What follows belongs to an exercise in optimizing a design on an open flow for small area; a production flow would make more cautious choices. The RTL was checked by simulation tests, not by an equivalence proof against the original design. No activity file was given, so power comes from the tool's default toggle rates.

`flow/design.v`:
```
`timescale 1ns/1ps  
module Register_30b_RTL
#(
  parameter logic [29:0] RESET_VALUE = 30'b0
)
(
  (* keep=1 *) input  logic       clk,
  (* keep=1 *) input  logic       rst,
  (* keep=1 *) input  logic       en,
  (* keep=1 *) input  logic [29:0] d,
  (* keep=1 *) output logic [29:0] q
);
    always_ff @(posedge clk) begin
      if (rst)
        q <= RESET_VALUE;
      else if (en)
        q <= d;
    end
endmodule
`timescale 1ns/1ps  
module Register_4b_RTL
(
  (* keep=1 *) input  logic       clk,
  (* keep=1 *) input  logic       rst,
  (* keep=1 *) input  logic       en,
  (* keep=1 *) input  logic [3:0] d,
  (* keep=1 *) output logic [3:0] q
);
    always_ff @(posedge clk) begin
        if (rst)
            q <= 4'b0000;
        else if (en)
            q <= d;
    end
endmodule
`timescale 1ns/1ps  
module ClockDivider_RTL
(
  input logic clk_in,
  input logic rst,
  input logic [3:0] btn,
  output logic clk_out
);
    localparam STATE_S0 = 30'b000000000000000000001000000000;  
    localparam STATE_S1 = 30'b000000000000000000000100000000;  
    localparam STATE_S2 = 30'b000000000000000000000010000000;  
    localparam STATE_S3 = 30'b000000000000000000000001000000;  
    localparam STATE_S4 = 30'b000000000000000000000000100000;  
    localparam STATE_S5 = 30'b000000000000000000000000010000;  
    localparam STATE_S6 = 30'b000000000000000000000000001000;  
    localparam STATE_S7 = 30'b000000000000000000000000000100;  
    localparam STATE_S8 = 30'b000000000000000000000000000010;  
    logic [29:0] state;
    logic [29:0] state_next;
    logic btn3, btn2, btn1, btn0;
    assign btn3 = btn[3];
    assign btn2 = btn[2];
    assign btn1 = btn[1];
    assign btn0 = btn[0];
    logic btn_any, btn_any_q;
    assign btn_any = btn3 | btn2 | btn1 | btn0;
    always_ff @(posedge clk_in) begin
        if (rst) btn_any_q <= 1'b0;
        else btn_any_q <= btn_any;
    end
    Register_30b_RTL #(.RESET_VALUE(STATE_S2)) state_reg
    (
        .clk(clk_in),
        .rst(rst),
        .en(btn_any & ~btn_any_q),
        .q (state),
        .d (state_next)
    );
    always_comb begin
        if (btn3) begin
            case (state)
                STATE_S0 : state_next = STATE_S7;
                STATE_S1 : state_next = STATE_S8;
                STATE_S2 : state_next = STATE_S0;
                STATE_S3 : state_next = STATE_S1;
                STATE_S4 : state_next = STATE_S2;
                STATE_S5 : state_next = STATE_S3;
                STATE_S6 : state_next = STATE_S4;
                STATE_S7 : state_next = STATE_S5;
                STATE_S8 : state_next = STATE_S6;
                default : state_next = STATE_S7;
            endcase
        end else begin
            if (btn2) begin
                case (state)
                    STATE_S0 : state_next = STATE_S8;
                    STATE_S1 : state_next = STATE_S0;
                    STATE_S2 : state_next = STATE_S1;
                    STATE_S3 : state_next = STATE_S2;
                    STATE_S4 : state_next = STATE_S3;
                    STATE_S5 : state_next = STATE_S4;
                    STATE_S6 : state_next = STATE_S5;
                    STATE_S7 : state_next = STATE_S6;
                    STATE_S8 : state_next = STATE_S7;
                    default : state_next = STATE_S8;
                endcase
            end else begin
                if (btn1) begin
                    case (state)
                        STATE_S0 : state_next = STATE_S1;
                        STATE_S1 : state_next = STATE_S2;
                        STATE_S2 : state_next = STATE_S3;
                        STATE_S3 : state_next = STATE_S4;
                        STATE_S4 : state_next = STATE_S5;
                        STATE_S5 : state_next = STATE_S6;
                        STATE_S6 : state_next = STATE_S7;
                        STATE_S7 : state_next = STATE_S8;
                        STATE_S8 : state_next = STATE_S0;
                        default : state_next = STATE_S1;
                    endcase
                end else begin
                    if (btn0) begin
                        case (state)
                            STATE_S0 : state_next = STATE_S2;
                            STATE_S1 : state_next = STATE_S3;
                            STATE_S2 : state_next = STATE_S4;
                            STATE_S3 : state_next = STATE_S5;
                            STATE_S4 : state_next = STATE_S6;
                            STATE_S5 : state_next = STATE_S7;
                            STATE_S6 : state_next = STATE_S8;
                            STATE_S7 : state_next = STATE_S0;
                            STATE_S8 : state_next = STATE_S1;
                            default : state_next = STATE_S2;
                        endcase
                    end else begin
                        casez (state)
                            default: state_next = STATE_S0;
                        endcase
                    end
                end
            end
        end
    end
    logic [29:0] counter;
    always_ff @(posedge clk_in) begin
        if (rst) begin
            counter <= 30'b000000000000000000000000000001;
            clk_out <= 1'b0;
        end else if (counter < state) begin
            counter <= counter + 30'b000000000000000000000000000001;
            clk_out <= 1'b0;
        end else begin
            counter <= 30'b000000000000000000000000000001;
            clk_out <= 1'b1;  
        end
    end
endmodule
`timescale 1ns/1ps  
module fsm1_RTL
(
    input logic clk,
    input logic rst,
    input logic [1:0] sw,
    input logic [3:0] btn,
    output logic [3:0] led
);
    localparam STATE_S0 = 4'b0000;
    localparam STATE_S1 = 4'b1000;
    localparam STATE_S2 = 4'b1100;
    localparam STATE_S3 = 4'b1110;
    localparam STATE_S4 = 4'b1111;
    localparam STATE_S5 = 4'b0111;
    localparam STATE_S6 = 4'b0011;
    localparam STATE_S7 = 4'b0001;
    logic clk_out;
    ClockDivider_RTL clockdivider 
    (
        .clk_in (clk),
        .rst (rst),
        .btn (btn),
        .clk_out (clk_out)
    );
    logic [3:0] state;
    logic [3:0] state_next;
    Register_4b_RTL state_reg
    (
        .clk (clk),
        .rst (rst),
        .en (clk_out & ~sw[1]),
        .q (state),
        .d (state_next)
    );
    always_comb begin
        case (state)
            STATE_S0 : state_next = STATE_S1;
            STATE_S1 : state_next = STATE_S2;
            STATE_S2 : state_next = STATE_S3;
            STATE_S3 : state_next = STATE_S4;
            STATE_S4 : state_next = STATE_S5;
            STATE_S5 : state_next = STATE_S6;
            STATE_S6 : state_next = STATE_S7;
            STATE_S7 : state_next = STATE_S0;
            default : state_next = STATE_S0;
        endcase
    end
    logic sw0;
    assign sw0 = sw[0];
    always_comb begin
        if (sw0 == 1'b1) led = state;
        else led = STATE_S0;
    end
endmodule
```
`flow/constraint.sdc`:
```
create_clock -name core_clock -period 5.0 [get_ports {clk}]
set_input_delay 1.0000 -clock core_clock [delete_from_list [all_inputs] [get_ports {clk}]]
set_output_delay 1.0000 -clock core_clock [all_outputs]
set_load 0.01 [all_outputs]
```
`flow/config.mk`:
```
export PLATFORM = sky130hd
export DESIGN_NAME = fsm1_RTL
export DESIGN_NICKNAME = fsm1_RTL
export VERILOG_FILES = /design/flow/design.v
export SDC_FILE = /design/flow/constraint.sdc
export NUM_CORES = 4
export LEC_CHECK = 0
export CAP_MARGIN = 20
export CORE_MARGIN = 2
export CORE_UTILIZATION = 40
export PLACE_DENSITY = 0.65
export SLEW_MARGIN = 20
```
`flow/run.sh`:
```
#!/bin/bash
# synth_recipe.tcl (not shown) runs the flow's synth.tcl, then flattens the netlist and writes it again
# the make line also repeats each setting of config.mk as NAME=value (left out here)
make -C /OpenROAD-flow-scripts/flow DESIGN_CONFIG=/design/flow/config.mk WORK_HOME=/design/flow/orfs CLKGATE_MAP_FILE= SYNTH_SCRIPT=/design/flow/synth_recipe.tcl finish
```
==> results_dict.tcl, run 1 <==
set metrics [dict create \
    num-nets-final 306 \
    cts_tree "built" \
    wl_um 4770 \
    io_pins 12 \
    whs_ns 0.443 \
    worstSetupPathType "primary input to flip-flop" \
    die_w_um 78.8 \
    h-tree-depth 2 \
    antenna_found_initial 0 \
    drv_cap 0 \
    cp_max_fo 14 \
    drive_above_1_share_pct 5.17 \
    vdd_drop_max_v 0.000164 \
    initialDrtViolationCount 251 \
    hold_buffers 0 \
    tns_ns 0 \
    coreArea_um2 5440 \
    top_layer "met4" \
    first_pass_iters 5 \
    grt_pass1_vias 1801 \
    cellLeakagePower_nw 1.01 \
    clock.fmax_mhz 315 \
    hold_viol_final 0 \
    die_y_um 78.8 \
    cts.sinks 45 \
    end_kind "flip-flop" \
    critPathArrivalTime_ns 3.37 \
    met3_length_um 380 \
    wire_per_inst_um 13.2 \
    area_delta_synth_final_pct 13.8 \
    cp-start-kind "primary input" \
    status "complete, no violations" \
    multi_input_area_um2 1280 \
    slew_violations 0 \
    wl_met2_um 2150 \
    fillers 524 \
    grt_max_degree 16 \
    power_density_nw_per_um2 294 \
    rsz0062_at_grt "false" \
    finalCritPeriodShare_pct 63.6 \
    synthCells 268 \
    drtAntennaViolNets 0 \
    syn_area_um2 2240 \
    initial_core_util_pct 41.1 \
    hp-class "flip-flop to flip-flop" \
    grtUsageTotal_pct 16.8 \
    r2r_slack_ns 2.86 \
    numCtsBuffers 5 \
    cts_resized 0 \
    worst_pin_slew_ns 0.791 \
    avgSynthCellArea_um2 8.34 \
    diodes 0 \
    ys_warn_count 4 \
    max_slew_margin_pct 46.9 \
    clk_pin_slew_ns 0.08 \
    seq_area_um2 901 \
    vias 1960 \
    grt_remaining_overflow 0 \
    routed_via_density 5.41 \
    period_minus_slack_ns 3.18 \
    final_util_pct 46.8 \
    placement.io_buffers 11 \
    grt_pass1_wl_um 8290 \
    clock_skew_ns 0.00781 \
    root_buffer "clkbuf_8" \
    worstPathRequired_ns 5.19 \
    finalSetupViolCount 0 \
    post_cts_buffers 0 \
    m1WireLength_um 2150 \
    hpwl_um 3500 \
    clock_latency_ns 0.29 \
    drc 0 \
    cts_buffer_depth 2 \
    place_congestion 0.916 \
    die-area_um2 6200 \
    row_count 27 \
]
## state kept, by name (all words and copies together) (netlist names)
name,cells
clockdivider.clk_out,1
clockdivider.btn_any_q,1
clockdivider.state_reg.q,9
clockdivider.counter,30
state_reg.q,4
## through the flow
stage / cell area (um2) / total power (W) / cells / setup WS [ns]
after floorplan: 2300 / 0.000464 / 286 / 2.48
after global placement: 2430 / 0.000489 / 354 / 1.59
after CTS: 2540 / 0.000754 / 362 / 1.83
after detailed placement: 2430 / 0.000487 / 354 / 1.52
final: 2540 / 0.000749 / 362 / 1.82
after global routing: 2540 / 0.000785 / 362 / 1.45
## worst max-delay path, cell delays in order
cell             delay [ns]
clkdlybuf4s50_1        0.63
or2_2                  0.44
nor3_1                 0.63
nor2_1                 0.33
nor2_1                 0.17
nor2_1                 0.05
o31a_1                 0.12
## power breakdown
group / switching [W] / total [W] / internal (W)
combinational: 0.0000540 / 0.0000912 / 0.0000372
sequential: 0.0000171 / 0.000390 / 0.000373
clock: 0.000117 / 0.000267 / 0.000150
total: 0.000188 / 0.000749 / 0.000560
## cell type report
class | count | area share, %
well taps | 72 | 3.54
repair buffers | 11 | 4.33
flip-flops and latches | 45 | 35.4
clock inverters | 2 | 1.52
inverters | 13 | 1.92
clock buffers | 6 | 2.85
multi-input cells | 213 | 50.4
## worst paths after layout
| check | from | endpoint | depth (start not counted) |
|---|---|---|---|
| worst max-delay path | btn[3] | clockdivider.state_reg.q[8]$_SDFFE_PP0P_ | 7 |
| worst min-delay path | clockdivider.counter[0]$_SDFF_PP1_ | clockdivider.counter[0]$_SDFF_PP1_ | 1 |
| worst max register to register | clockdivider.state_reg.q[7]$_SDFFE_PP1P_ | clockdivider.counter[10]$_SDFF_PP0_ | 8 |
| worst min register to register | clockdivider.counter[0]$_SDFF_PP1_ | clockdivider.counter[0]$_SDFF_PP1_ | 1 |
## metal layers
layer,global-route usage [%],vias up
li1,-,991
met1,21.6,859
met2,26.5,93
met3,4.77,17
met4,6.67,0
met5,0,-
## cells in the final DEF (no fill, tap or decap), types with 6 or more instances in the layout
master            n
dfxtp_1          45
nor2_1           31
ha_1              9
and2_1            7
clkdlybuf4s50_1  11
a21oi_1          12
and3_1            6
inv_1            13
nor4_1            7
conb_1           19
o21ai_0          11
nand2_1          13
a31oi_1           7
xor2_1            6
nand3_1          14
nand4_1           6
nor3_1           12
==> run 2, diff against run 1 <==
==> flow/design.v (replaced) <==
`timescale 1ns/1ps
module Register_30b_RTL
(
  input  logic       clk,
  input  logic       rst,
  input  logic       en,
  input  logic [3:0] d,
  output logic [3:0] q
);
    always_ff @(posedge clk) begin
      if (rst)
        q <= 4'b0010;
      else if (en)
        q <= d;
    end
endmodule
`timescale 1ns/1ps
module Register_4b_RTL
(
  input  logic       clk,
  input  logic       rst,
  input  logic       en,
  input  logic [3:0] d,
  output logic [3:0] q
);
    always_ff @(posedge clk) begin
        if (rst)
            q <= 4'b0000;
        else if (en)
            q <= d;
    end
endmodule
`timescale 1ns/1ps
module ClockDivider_RTL
(
  input logic clk_in,
  input logic rst,
  input logic [3:0] btn,
  output logic clk_out
);
    logic [1:0] rq, rt, rq_next, rt_next;
    logic btn_any, btn_any_q;
    assign btn_any = |btn;
    always_ff @(posedge clk_in) begin
        if (rst) btn_any_q <= 1'b0;
        else btn_any_q <= btn_any;
    end
    Register_30b_RTL rate_reg
    (
        .clk(clk_in),
        .rst(rst),
        .en(btn_any & ~btn_any_q),
        .q ({rq, rt}),
        .d ({rq_next, rt_next})
    );
    logic m2, m1, p1, p2;
    assign m2 = btn[3];
    assign m1 = ~btn[3] & btn[2];
    assign p1 = ~btn[3] & ~btn[2] & btn[1];
    assign p2 = ~btn[3] & ~btn[2] & ~btn[1];
    logic rot1;
    assign rot1 = m2 | p1;
    assign rt_next = rot1 ? {rt[0], ~rt[1] & ~rt[0]} : {~rt[1] & ~rt[0], rt[1]};
    logic up, dn;
    assign up = (p1 & rt[1]) | (p2 & (rt[1] | rt[0]));
    assign dn = (m1 & ~rt[1] & ~rt[0]) | (m2 & ~rt[1]);
    assign rq_next = up ? {rq[0], ~rq[1] & ~rq[0]} : dn ? {~rq[1] & ~rq[0], rq[1]} : rq;
    logic [8:0] count;
    logic [9:0] cnt_inc;
    logic [9:0] carry;
    assign carry[0] = 1'b1;
    genvar gi;
    generate
        for (gi = 0; gi < 9; gi = gi + 1) begin : g_inc
            assign cnt_inc[gi] = count[gi] ^ carry[gi];
            assign carry[gi+1] = count[gi] & carry[gi];
        end
    endgenerate
    assign cnt_inc[9] = carry[9];
    logic [9:1] ge;
    assign ge[9] = cnt_inc[9];
    generate
        for (gi = 1; gi < 9; gi = gi + 1) begin : g_ge
            assign ge[gi] = cnt_inc[gi] | ge[gi+1];
        end
    endgenerate
    logic wrap;
    logic [2:0] ge_t;
    assign ge_t[0] = rt[1] ? ge[7] : rt[0] ? ge[8] : ge[9];
    assign ge_t[1] = rt[1] ? ge[4] : rt[0] ? ge[5] : ge[6];
    assign ge_t[2] = rt[1] ? ge[1] : rt[0] ? ge[2] : ge[3];
    assign wrap = rq[1] ? ge_t[2] : rq[0] ? ge_t[1] : ge_t[0];
    always_ff @(posedge clk_in) begin
        if (rst) begin
            count <= 9'd0;
            clk_out <= 1'b0;
        end else if (wrap) begin
            count <= 9'd0;
            clk_out <= 1'b1;
        end else begin
            count <= cnt_inc[8:0];
            clk_out <= 1'b0;
        end
    end
endmodule
`timescale 1ns/1ps
module fsm1_RTL
(
    input logic clk,
    input logic rst,
    input logic [1:0] sw,
    input logic [3:0] btn,
    output logic [3:0] led
);
    logic clk_out;
    ClockDivider_RTL clockdivider
    (
        .clk_in (clk),
        .rst (rst),
        .btn (btn),
        .clk_out (clk_out)
    );
    logic [3:0] state;
    Register_4b_RTL state_reg
    (
        .clk (clk),
        .rst (rst),
        .en (clk_out & ~sw[1]),
        .q (state),
        .d ({~state[0], state[3:1]})
    );
    assign led = sw[0] ? state : 4'b0000;
endmodule
--- a/flow/config.mk
+++ b/flow/config.mk
@@ -5,6 +5,7 @@
 export SDC_FILE = /design/flow/constraint.sdc
 export NUM_CORES = 4
 export LEC_CHECK = 0
+export ABC_AREA = 1
 export CAP_MARGIN = 20
 export CORE_MARGIN = 2
 export CORE_UTILIZATION = 40
==> results_dict.tcl, run 2 <==
set metrics [dict create \
    placement.io_buffers 11 \
    initialDrtViolationCount 5 \
    die_y_um 53.2 \
    clock_skew_ns 0.00237 \
    largest_register "clockdivider.count" \
    vdd_drop_max_v 0.000130 \
    cp_slowest_cell "clkdlybuf4s50_1" \
    hpwl_um 1450 \
    fillers 232 \
    ys_top_cells_by_area "dfxtp_1 39%, nand2_1 12%, ha_1 12%" \
    switching_share_pct 28.2 \
    vias 854 \
    cts_buffer_depth 2 \
    tns_ns 0 \
    routed_via_density 4.64 \
    largest_reg_flops 9 \
    comb_power_share_pct 16.2 \
    period_minus_slack_ns 3.18 \
    regToRegStartpoint "clockdivider.count[0]$_SDFF_PP0_" \
    die-area_um2 2830 \
    antenna_found_initial 0 \
    ys_warn_count 3 \
    finalCritPeriodShare_pct 63.6 \
    clk_pin_slew_ns 0.11 \
    synth_cell_types 15 \
    worst_pin_slew_ns 0.341 \
    grt_max_degree 12 \
    status "complete, no violations" \
    synth_edf_count 0 \
    post_cts_buffers 0 \
    power_frac_seq_pct 56.9 \
    hold_viol_final 0 \
    worstSetupPathType "primary input to output pin" \
    crit_start "sw[0]" \
    drc 0 \
    synthCells 141 \
    yosysTopAreaCell "dfxtp_1" \
    grtUsageTotal_pct 14.2 \
    yosysSeqAreaShare_pct 39.3 \
    avgSynthCellArea_um2 6.87 \
    cts.sinks 19 \
    final_common_cell "nand2_1" \
    cts_resized 0 \
    numCtsBuffers 3 \
    timing.critical_path.buf_inv 3 \
    clkPwrFrac_pct 26.9 \
    async_flop_share_pct 0 \
    syn_area_um2 968 \
    drive_above_1_share_pct 8.33 \
    finalSetupViolCount 0 \
    worstPathRequired_ns 4.00 \
    yosysMostFrequentCell "nand2_1" \
    grt_pass1_wl_um 2900 \
    io_pins 12 \
    rsz0062_at_grt "false" \
    end_kind "output pin" \
    drtAntennaViolNets 0 \
    row_count 17 \
    cts_tree "built" \
    diodes 0 \
    area_delta_synth_final_pct 17.8 \
    num-nets-final 174 \
    layout_setup_ws_ns 1.82 \
    max_slew_margin_pct 77.2 \
    hold_buffers 0 \
    p_switching_w 0.0000817 \
    cp-start-kind "primary input" \
    cp_max_fo 4 \
    h-tree-depth 1 \
    power.internal_w 0.000208 \
    crit_path_frequent_cell "clkdlybuf4s50_1" \
    ys_top_cells_by_count "32 x nand2_1, 29 x nor2_1, 25 x inv_1, 19 x dfxtp_1, 9 x ha_1" \
    yosys.area.top_type_share_pct 39.3 \
    hp-start "clockdivider.count[0]$_SDFF_PP0_" \
    clock.fmax_mhz 315 \
    synth_seq_cells 19 \
    p_total_w 0.000290 \
    initial_core_util_pct 43.0 \
    wire_per_inst_um 9.79 \
    place_ws_ns 1.82 \
    cellLeakagePower_nw 0.620 \
    drv_cap 0 \
    first_pass_iters 4 \
    place_congestion 0.731 \
    hp-class "flip-flop to flip-flop" \
    coreArea_um2 2250 \
    path_cells "clkdlybuf4s50_1 -> nand2_1 -> inv_1 -> clkdlybuf4s50_1" \
    layout_common_cells "32 x nand2_1, 29 x nor2_1, 25 x inv_1, 19 x dfxtp_1, 11 x clkdlybuf4s50_1" \
    wl_um 1800 \
    clock_latency_ns 0.30 \
    root_buffer "clkbuf_4" \
    power_density_nw_per_um2 254 \
    slowest_delay_ns 0.53 \
    die_w_um 53.2 \
    grt_pass1_vias 746 \
    path_delay_family "buffers and inverters" \
    grt_remaining_overflow 0 \
    largestRegisters "clockdivider.count (9), clockdivider.rate_reg.q (4), state_reg.q (4)" \
    slew_violations 0 \
    critPathArrivalTime_ns 2.18 \
    ys.flop_type "dfxtp_1" \
]
==> run 2: per-layer routing <==
layer / global-route usage (%) / part of all wire (%)
met5: 0 / 0
met2: 24.1 / 49
met4: 6.41 / 1.5
met1: 17.2 / 47
met3: 2.54 / 2.4
==> run 2: cell families after synthesis <==
group	synth area share, %
flops	39.3
simple gates	29.3
compound gates	9.30
buf+inv	10.5
fa+ha+maj	11.6
==> run 2: worst paths after layout <==
path,to,slack [ns],cells after the start
hold / removal,clockdivider.count[0]$_SDFF_PP0_,0.43,1
hold reg to reg,clockdivider.count[0]$_SDFF_PP0_,0.43,1
setup / recovery,led[0],1.82,4
setup reg to reg,clockdivider.count[8]$_SDFF_PP0_,2.23,17
==> run 2: final cells by class <==
cell class	instances	area, um2	share of cell area [%]
clock inverters	1	5.00	0.439
multi-input cells	95	487	42.7
repair buffers	11	110	9.65
inverters	27	101	8.88
well taps	28	35.0	3.07
clock buffers	3	22.5	1.97
flip-flops and latches	19	380	33.3
==> run 2: stage by stage <==
step | area (um2) | utilization [%] | instances | hold slack, ns
detailed placement | 1110 | 49.4 | 180 | 0.420
CTS | 1140 | 50.6 | 184 | 0.437
finish | 1140 | 50.6 | 184 | 0.432
global placement | 1110 | 49.4 | 180 | 0.409
global route | 1140 | 50.6 | 184 | 0.466
floorplan | 968 | - | 141 | 0.399
==> run 2: power by group through the flow <==
stage	Combinational, W	Sequential (W)	Clock [W]
6_report	0.0000471	0.000165	0.0000779
5_1_grt	0.0000548	0.000166	0.0000876
4_1_cts	0.0000474	0.000165	0.0000804
3_5_place_dp	0.0000472	0.000168	0
2_1_floorplan	0.0000331	0.000167	0
3_3_place_gp	0.0000462	0.000168	0
==> run 3, diff against run 2 <==
--- a/flow/config.mk
+++ b/flow/config.mk
@@ -9,5 +9,6 @@
 export CAP_MARGIN = 20
 export CORE_MARGIN = 2
 export CORE_UTILIZATION = 40
+export CTS_BUF_LIST = sky130_fd_sc_hd__clkbuf_2 sky130_fd_sc_hd__clkbuf_4
 export PLACE_DENSITY = 0.65
 export SLEW_MARGIN = 20
==> results_dict.tcl, run 3 <==
set metrics [dict create \
    whs_ns 0.432 \
    place_ws_ns 1.82 \
    io_pins 12 \
    num-nets-final 174 \
    fillers 232 \
    largest_reg_flops 9 \
    ys.flop_type "dfxtp_1" \
    hold_viol_final 0 \
    largestRegisters "clockdivider.count (9), clockdivider.rate_reg.q (4), state_reg.q (4)" \
    clkPwrFrac_pct 26.9 \
    dpl_cell_area_um2 1110 \
    row_count 17 \
    post_cts_buffers 0 \
    clock_skew_ns 0.00237 \
    yosysSeqAreaShare_pct 39.3 \
    clock_latency_ns 0.30 \
    final_area_um2 1140 \
    grt_max_degree 12 \
    switching_share_pct 28.2 \
    antenna_found_initial 0 \
    period_minus_slack_ns 3.18 \
    tns_ns 0 \
    hpwl_um 1450 \
    syn_area_um2 968 \
    coreArea_um2 2250 \
    ys_warn_count 3 \
    grtUsageTotal_pct 14.2 \
    diodes 0 \
    cellLeakagePower_nw 0.620 \
    synth_edf_count 0 \
    placement.io_buffers 11 \
    area_delta_synth_final_pct 17.8 \
    power.internal_w 0.000208 \
    ys_top_cells_by_area "dfxtp_1 39%, nand2_1 12%, ha_1 12%" \
    die-area_um2 2830 \
    drtAntennaViolNets 0 \
    grt_remaining_overflow 0 \
    layout_setup_ws_ns 1.82 \
    drc 0 \
    cts_buffer_depth 2 \
    rsz0062_at_grt "false" \
    top_usage_layer "met2" \
    die_y_um 53.2 \
    yosys.area.top_type_share_pct 39.3 \
    cts.sinks 19 \
    finalSetupViolCount 0 \
    use_met3_pct 2.54 \
    grt_pass1_vias 746 \
    clock.fmax_mhz 315 \
    synth_seq_cells 19 \
    cts_tree "built" \
    numCtsBuffers 3 \
    p_switching_w 0.0000817 \
    yosysMostFrequentCell "nand2_1" \
    die_w_um 53.2 \
    critPathArrivalTime_ns 2.18 \
    vias 854 \
    worstPathRequired_ns 4.00 \
    root_buffer "clkbuf_4" \
    synth_cell_types 15 \
    vdd_drop_max_v 0.000130 \
    use_met1_pct 17.2 \
    largest_register "clockdivider.count" \
    grt_use_met2_pct 24.1 \
    ys_top_cells_by_count "32 x nand2_1, 29 x nor2_1, 25 x inv_1, 19 x dfxtp_1, 9 x ha_1" \
    routed_via_density 4.64 \
    worst_pin_slew_ns 0.341 \
    wire_per_inst_um 9.79 \
    max_slew_margin_pct 77.2 \
    synthCells 141 \
    initialDrtViolationCount 5 \
    drive_above_1_share_pct 8.33 \
    end_kind "output pin" \
    grt_pass1_wl_um 2900 \
    slew_violations 0 \
    avgSynthCellArea_um2 6.87 \
    finalCritPeriodShare_pct 63.6 \
    p_total_w 0.000290 \
    initial_core_util_pct 43.0 \
    cp-start-kind "primary input" \
    status "complete, no violations" \
    drv_cap 0 \
    power_density_nw_per_um2 254 \
    wl_um 1800 \
    place_congestion 0.731 \
    layout_common_cells "32 x nand2_1, 29 x nor2_1, 25 x inv_1, 19 x dfxtp_1, 11 x clkdlybuf4s50_1" \
    comb_power_share_pct 16.2 \
    final_common_cell "nand2_1" \
    cts_resized 0 \
    first_pass_iters 4 \
    worstSetupPathType "primary input to output pin" \
    cp_max_fo 4 \
    hold_buffers 0 \
    power_frac_seq_pct 56.9 \
    hp-class "flip-flop to flip-flop" \
    async_flop_share_pct 0 \
    yosysTopAreaCell "dfxtp_1" \
    clk_pin_slew_ns 0.11 \
    h-tree-depth 1 \
]
==> run 3: cell counts in the layout (fill, tap and decap cells not counted) <==
Identical to the previous run, type by type.
==> run 3: cell type report <==
class | instances | area, um2 | share of cell area, %
inverter | 27 | 101 | 8.88
clock inverter | 1 | 5.00 | 0.439
clock buffer | 3 | 22.5 | 1.97
sequential | 19 | 380 | 33.3
multi-input combinational | 95 | 487 | 42.7
tap | 28 | 35.0 | 3.07
timing repair buffer | 11 | 110 | 9.65
==> run 3: path summary, 6_finish.rpt <==
path,start,end,slack [ns],cells past startpoint
worst max register to register,clockdivider.count[0]$_SDFF_PP0_,clockdivider.count[8]$_SDFF_PP0_,2.23,17
worst max-delay path,sw[0],led[0],1.82,4
worst min-delay path,clockdivider.count[0]$_SDFF_PP0_,clockdivider.count[0]$_SDFF_PP0_,0.43,1
worst min register to register,clockdivider.count[0]$_SDFF_PP0_,clockdivider.count[0]$_SDFF_PP0_,0.43,1
==> run 3: kinds of logic (layout without fill, tap and decap cells) <==
group	count (synthesis)	count (layout)	synth area share, %
AND/OR/NAND/NOR	70	70	29.3
buffers and inverters	27	42	10.5
flip-flops	19	19	39.3
AO/OA/AOI/OAI	16	16	9.30
adder cells (fa/ha/maj)	9	9	11.6
==> run 3: worst max-delay path: stages <==
cell and delay, ns:
clkdlybuf4s50_1 0.53, nand2_1 0.08, inv_1 0.05, clkdlybuf4s50_1 0.52
==> run 3: power by group through the flow <==
stage,Clock (W),Combinational [W],Sequential [W]
global placement,0,0.0000462,0.000168
finish,0.0000779,0.0000471,0.000165
global route,0.0000876,0.0000548,0.000166
CTS,0.0000804,0.0000474,0.000165
floorplan,0,0.0000331,0.000167
detailed placement,0,0.0000472,0.000168
==> run 3: metrics by stage <==
stage / util, % / std cells
finish: 50.6 / 184
global route: 50.6 / 184
CTS: 50.6 / 184
detailed placement: 49.4 / 180
global placement: 49.4 / 180
floorplan: - / 141
==> run 3: metal layers <==
layer / vias up / wire [um]
li1: 457 / -
met3: 5 / 43
met4: 0 / 27
met1: 382 / 843
met5: - / 0
met2: 10 / 886
==> run 4, diff against run 3 <==
==> flow/flow/run.sh (new file) <==
#!/bin/bash
# Own layout flow: the standard synthesis, an area re-mapping of its
# combinational logic (registers untouched), then the standard ORFS layout
# with small port buffers and a small clock tree.
set -euo pipefail
cd "$(dirname "$0")/.."
W=$(pwd)
R=$W/orfs/results/${FLOW_PLATFORM}/fsm1_RTL/base

# 1. standard synthesis
bash standard.sh synth > $W/flow_synth.log 2>&1

# 2. re-map the combinational logic for area
cp $R/1_2_yosys.v $W/standard_1_2_yosys.v
rm -f $R/1_synth.odb $R/1_synth.sdc
REMAP_NETLIST=$R/1_2_yosys.v REMAP_ABC=$W/flow/remap.abc \
  yosys -c $W/flow/remap.tcl > $W/flow_remap.log 2>&1

# 3. the rest of the standard layout
bash standard.sh \
  "BUFFER_PORTS_ARGS=-buffer_cell sky130_fd_sc_hd__buf_1" \
  finish > $W/flow_layout.log 2>&1
test -f $W/out/final.def
==> flow/flow/remap.abc (new file) <==
strash
dc2
dch -f
map -a
strash
dc2
dch -f
map -a
strash
dc2
dch -f
map -a
==> flow/flow/remap.tcl (new file) <==
yosys -import
# Re-map the combinational logic of the standard synthesis netlist for area.
# Registers (dfxtp) stay as they are, with their instance names.
set lib $::env(FLOW_HOME)/platforms/sky130hd/lib/sky130_fd_sc_hd__tt_025C_1v80.lib
set net $::env(REMAP_NETLIST)
read_liberty -ignore_miss_func $lib
read_verilog $net
hierarchy -top $::env(FLOW_TOP)
blackbox sky130_fd_sc_hd__dfxtp_1
flatten
opt_clean
abc -liberty $lib -dont_use sky130_fd_sc_hd__lpflow_bleeder_1 -dont_use sky130_fd_sc_hd__lpflow_clkbufkapwr_1 -dont_use sky130_fd_sc_hd__lpflow_clkbufkapwr_16 -dont_use sky130_fd_sc_hd__lpflow_clkbufkapwr_2 -dont_use sky130_fd_sc_hd__lpflow_clkbufkapwr_4 -dont_use sky130_fd_sc_hd__lpflow_clkbufkapwr_8 -dont_use sky130_fd_sc_hd__lpflow_clkinvkapwr_1 -dont_use sky130_fd_sc_hd__lpflow_clkinvkapwr_16 -dont_use sky130_fd_sc_hd__lpflow_clkinvkapwr_2 -dont_use sky130_fd_sc_hd__lpflow_clkinvkapwr_4 -dont_use sky130_fd_sc_hd__lpflow_clkinvkapwr_8 -dont_use sky130_fd_sc_hd__lpflow_decapkapwr_12 -dont_use sky130_fd_sc_hd__lpflow_decapkapwr_3 -dont_use sky130_fd_sc_hd__lpflow_decapkapwr_4 -dont_use sky130_fd_sc_hd__lpflow_decapkapwr_6 -dont_use sky130_fd_sc_hd__lpflow_decapkapwr_8 -dont_use sky130_fd_sc_hd__lpflow_inputiso0n_1 -dont_use sky130_fd_sc_hd__lpflow_inputiso0p_1 -dont_use sky130_fd_sc_hd__lpflow_inputiso1n_1 -dont_use sky130_fd_sc_hd__lpflow_inputiso1p_1 -dont_use sky130_fd_sc_hd__lpflow_inputisolatch_1 -dont_use sky130_fd_sc_hd__lpflow_isobufsrc_1 -dont_use sky130_fd_sc_hd__lpflow_isobufsrc_16 -dont_use sky130_fd_sc_hd__lpflow_isobufsrc_2 -dont_use sky130_fd_sc_hd__lpflow_isobufsrc_4 -dont_use sky130_fd_sc_hd__lpflow_isobufsrc_8 -dont_use sky130_fd_sc_hd__lpflow_isobufsrckapwr_16 -dont_use sky130_fd_sc_hd__lpflow_lsbuf_lh_hl_isowell_tap_1 -dont_use sky130_fd_sc_hd__lpflow_lsbuf_lh_hl_isowell_tap_2 -dont_use sky130_fd_sc_hd__lpflow_lsbuf_lh_hl_isowell_tap_4 -dont_use sky130_fd_sc_hd__lpflow_lsbuf_lh_isowell_4 -dont_use sky130_fd_sc_hd__lpflow_lsbuf_lh_isowell_tap_1 -dont_use sky130_fd_sc_hd__lpflow_lsbuf_lh_isowell_tap_2 -dont_use sky130_fd_sc_hd__lpflow_lsbuf_lh_isowell_tap_4 -dont_use sky130_fd_sc_hd__probe_p_8 -dont_use sky130_fd_sc_hd__probec_p_8  -script $::env(REMAP_ABC)
opt_clean
hilomap -singleton -hicell sky130_fd_sc_hd__conb_1 HI -locell sky130_fd_sc_hd__conb_1 LO
opt_clean -purge
write_verilog -noattr -noexpr -nohex -nodec $net
stat -liberty $lib
==> flow/standard.sh (new file) <==
#!/bin/bash
# synth_recipe.tcl (not shown) runs the flow's synth.tcl, then flattens the netlist and writes it again
# the make line also repeats each setting of config.mk as NAME=value (left out here)
make -C /OpenROAD-flow-scripts/flow DESIGN_CONFIG=/design/flow/config.mk WORK_HOME=/design/flow/orfs CLKGATE_MAP_FILE= SYNTH_SCRIPT=/design/flow/synth_recipe.tcl "${@:-finish}"
--- a/flow/config.mk
+++ b/flow/config.mk
@@ -7,8 +7,8 @@
 export LEC_CHECK = 0
 export ABC_AREA = 1
 export CAP_MARGIN = 20
-export CORE_MARGIN = 2
-export CORE_UTILIZATION = 40
+export CORE_AREA = 2.5 2.5 72.5 72.5
 export CTS_BUF_LIST = sky130_fd_sc_hd__clkbuf_2 sky130_fd_sc_hd__clkbuf_4
+export DIE_AREA = 0 0 75 75
 export PLACE_DENSITY = 0.65
 export SLEW_MARGIN = 20
removed: flow/run.sh
==> results_dict.tcl, run 4 <==
set metrics [dict create \
    clock_latency_ns 0.29 \
    diodes 0 \
    clock.fmax_mhz 410 \
    crit_start "sw[0]" \
    clk_pin_slew_ns 0.10 \
    drc 0 \
    vias 768 \
    regToRegStartpoint "clockdivider.count[0]$_SDFF_PP0_" \
    worstPathRequired_ns 4.00 \
    numCtsBuffers 3 \
    worstHoldPathCells 1 \
    critPathArrivalTime_ns 1.44 \
    slowest_delay_ns 0.16 \
    place_congestion 0.762 \
    hp-start "state_reg.q[0]$_SDFFE_PP0P_" \
    cp_num_cells 4 \
    wire_per_inst_um 7.21 \
    finalSetupViolCount 0 \
    cellLeakagePower_nw 0.350 \
    finalCritPeriodShare_pct 48.8 \
    place_ws_ns 2.55 \
    syn_area_um2 845 \
    root_buffer "clkbuf_4" \
    cts_tree "built" \
    crit_path_frequent_cell "buf_1" \
    first_pass_iters 6 \
    slew_violations 0 \
    synthCells 117 \
    path_delay_family "buffers and inverters" \
    hpwl_um 1130 \
    power_density_nw_per_um2 274 \
    worst_pin_slew_ns 0.381 \
    cts.sinks 19 \
    antenna_found_initial 0 \
    grt_pass1_vias 633 \
    drv_cap 0 \
    hp-class "flip-flop to flip-flop" \
    status "complete, no violations" \
    end_kind "output pin" \
    layout_setup_ws_ns 2.56 \
    cp-start-kind "primary input" \
    grt_pass1_wl_um 2640 \
    largestRegisters "clockdivider.count (9), clockdivider.rate_reg.q (4), state_reg.q (4)" \
    avgSynthCellArea_um2 7.22 \
    routed_via_density 3.86 \
    post_cts_buffers 0 \
    io_pins 12 \
    drive_above_1_share_pct 3.03 \
    placement.io_buffers 11 \
    largest_reg_flops 9 \
    worstRegToRegCells 13 \
    tns_ns 0 \
    grtUsageTotal_pct 6.20 \
    cts_buffer_depth 2 \
    coreArea_um2 4720 \
    hold_buffers 0 \
    h-tree-depth 1 \
    grt_max_degree 11 \
    row_count 25 \
    grt_remaining_overflow 0 \
    num-nets-final 141 \
    period_minus_slack_ns 2.44 \
    path_cells "buf_1 -> clkinv_1 -> nor2_1 -> buf_1" \
    area_delta_synth_final_pct 18.4 \
    largest_register "clockdivider.count" \
    layout_common_cells "20 x clkinv_1, 20 x nor2_1, 19 x dfxtp_1" \
    timing.critical_path.buf_inv 3 \
    vdd_drop_max_v 0.0000842 \
    cts_resized 0 \
    die_y_um 75 \
    ys_warn_count 3 \
    initial_core_util_pct 17.9 \
    worstSetupPathType "primary input to output pin" \
    die_w_um 75 \
    die-area_um2 5630 \
    cp_slowest_cell "buf_1" \
    hold_viol_final 0 \
    cp_max_fo 4 \
    drtAntennaViolNets 0 \
    initialDrtViolationCount 51 \
    wl_um 1430 \
    clock_skew_ns 0.00216 \
    max_slew_margin_pct 74.4 \
    rsz0062_at_grt "false" \
]
[run 4: cell types whose count changed in the layout (fill, tap and decap cells not counted), sizes merged, moves of 5 or more]
cell	before	now
a21oi	6	12
inv	27	0
buf	0	11
clkinv	1	20
nor3	0	5
nor2	30	20
clkdlybuf4s50	11	0
ha	9	0
nand2	35	12
[run 4: where the power goes]
| part | internal, W | switching, W | leakage, nW |
|---|---|---|---|
| sequential | 0.000158 | 0.00000803 | 0.155 |
| clock | 0.0000365 | 0.0000446 | 0.0184 |
| combinational | 0.0000110 | 0.0000163 | 0.176 |
| total | 0.000205 | 0.0000689 | 0.350 |
[run 4: layer usage]
metal / GRT usage (%) / up-vias / part of all wire (%)
met5: 0 / - / 0
met4: 3.57 / 0 / 2.5
met3: 2.41 / 5 / 5.6
met2: 9.36 / 14 / 42
met1: 7.49 / 327 / 50
li1: - / 422 / -
[run 4: area by class of cell]
class | count | area (um2)
flip-flops and latches | 19 | 380
well taps | 67 | 83.8
multi-input cells | 78 | 389
fillers | 526 | 3720
clock buffers | 4 | 30.0
repair buffers | 11 | 41.3
inverters | 20 | 75.1
[run 4: per-stage QoR]
step	hold WS [ns]	total power, W	std cells	area (um2)	util (%)
finish	0.437	0.000274	199	1000	21.2
global route	0.485	0.000291	199	1000	21.2
CTS	0.452	0.000278	199	1000	21.2
detailed placement	0.432	0.000197	195	970	20.5
global placement	0.421	0.000196	195	970	20.5
floorplan	0.414	0.000188	117	845	-
[run 4: path summary, 6_finish.rpt]
check / to / slack, ns
worst max-delay path: led[2] / 2.56
worst min-delay path: state_reg.q[3]$_SDFFE_PP0P_ / 0.44
worst max register to register: clockdivider.count[7]$_SDFF_PP0_ / 2.81
worst min register to register: state_reg.q[3]$_SDFFE_PP0P_ / 0.44

[what the ideal ports hide]
The flow's constraints put no driver on any port. The routed layouts listed below were extracted and timed again, unchanged, in two steps. Step 1 sets driving cells, clkbuf_16 on the clock port and buf_2 on the other inputs (assumed; they add their load-dependent delay and slew). Step 2 also shifts input and output timing later by t, the mid clock arrival at the registers, as if the neighbouring blocks saw the same clock. Slacks: no drivers / after step 1 / after step 2; pairs: no drivers / after step 1.
| run | t (ns) | setup slack, ns | clock arrival spread, ns |
|---|---|---|---|
| run 1 | 0.311 | 1.821 / 1.815 / 1.512 | 0.008 / 0.008 |
| run 2 | 0.315 | 1.821 / 1.796 / 1.796 | 0.002 / 0.002 |
| run 3 | 0.315 | 1.821 / 1.796 / 1.796 | 0.002 / 0.002 |
| run 4 | 0.313 | 2.559 / 2.534 / 2.534 | 0.002 / 0.002 |
After both steps every run listed still meets setup and hold. For run 1, which loses most, drivers alone change the setup slack by -0.006 ns; drivers and shift together by -0.309 ns.
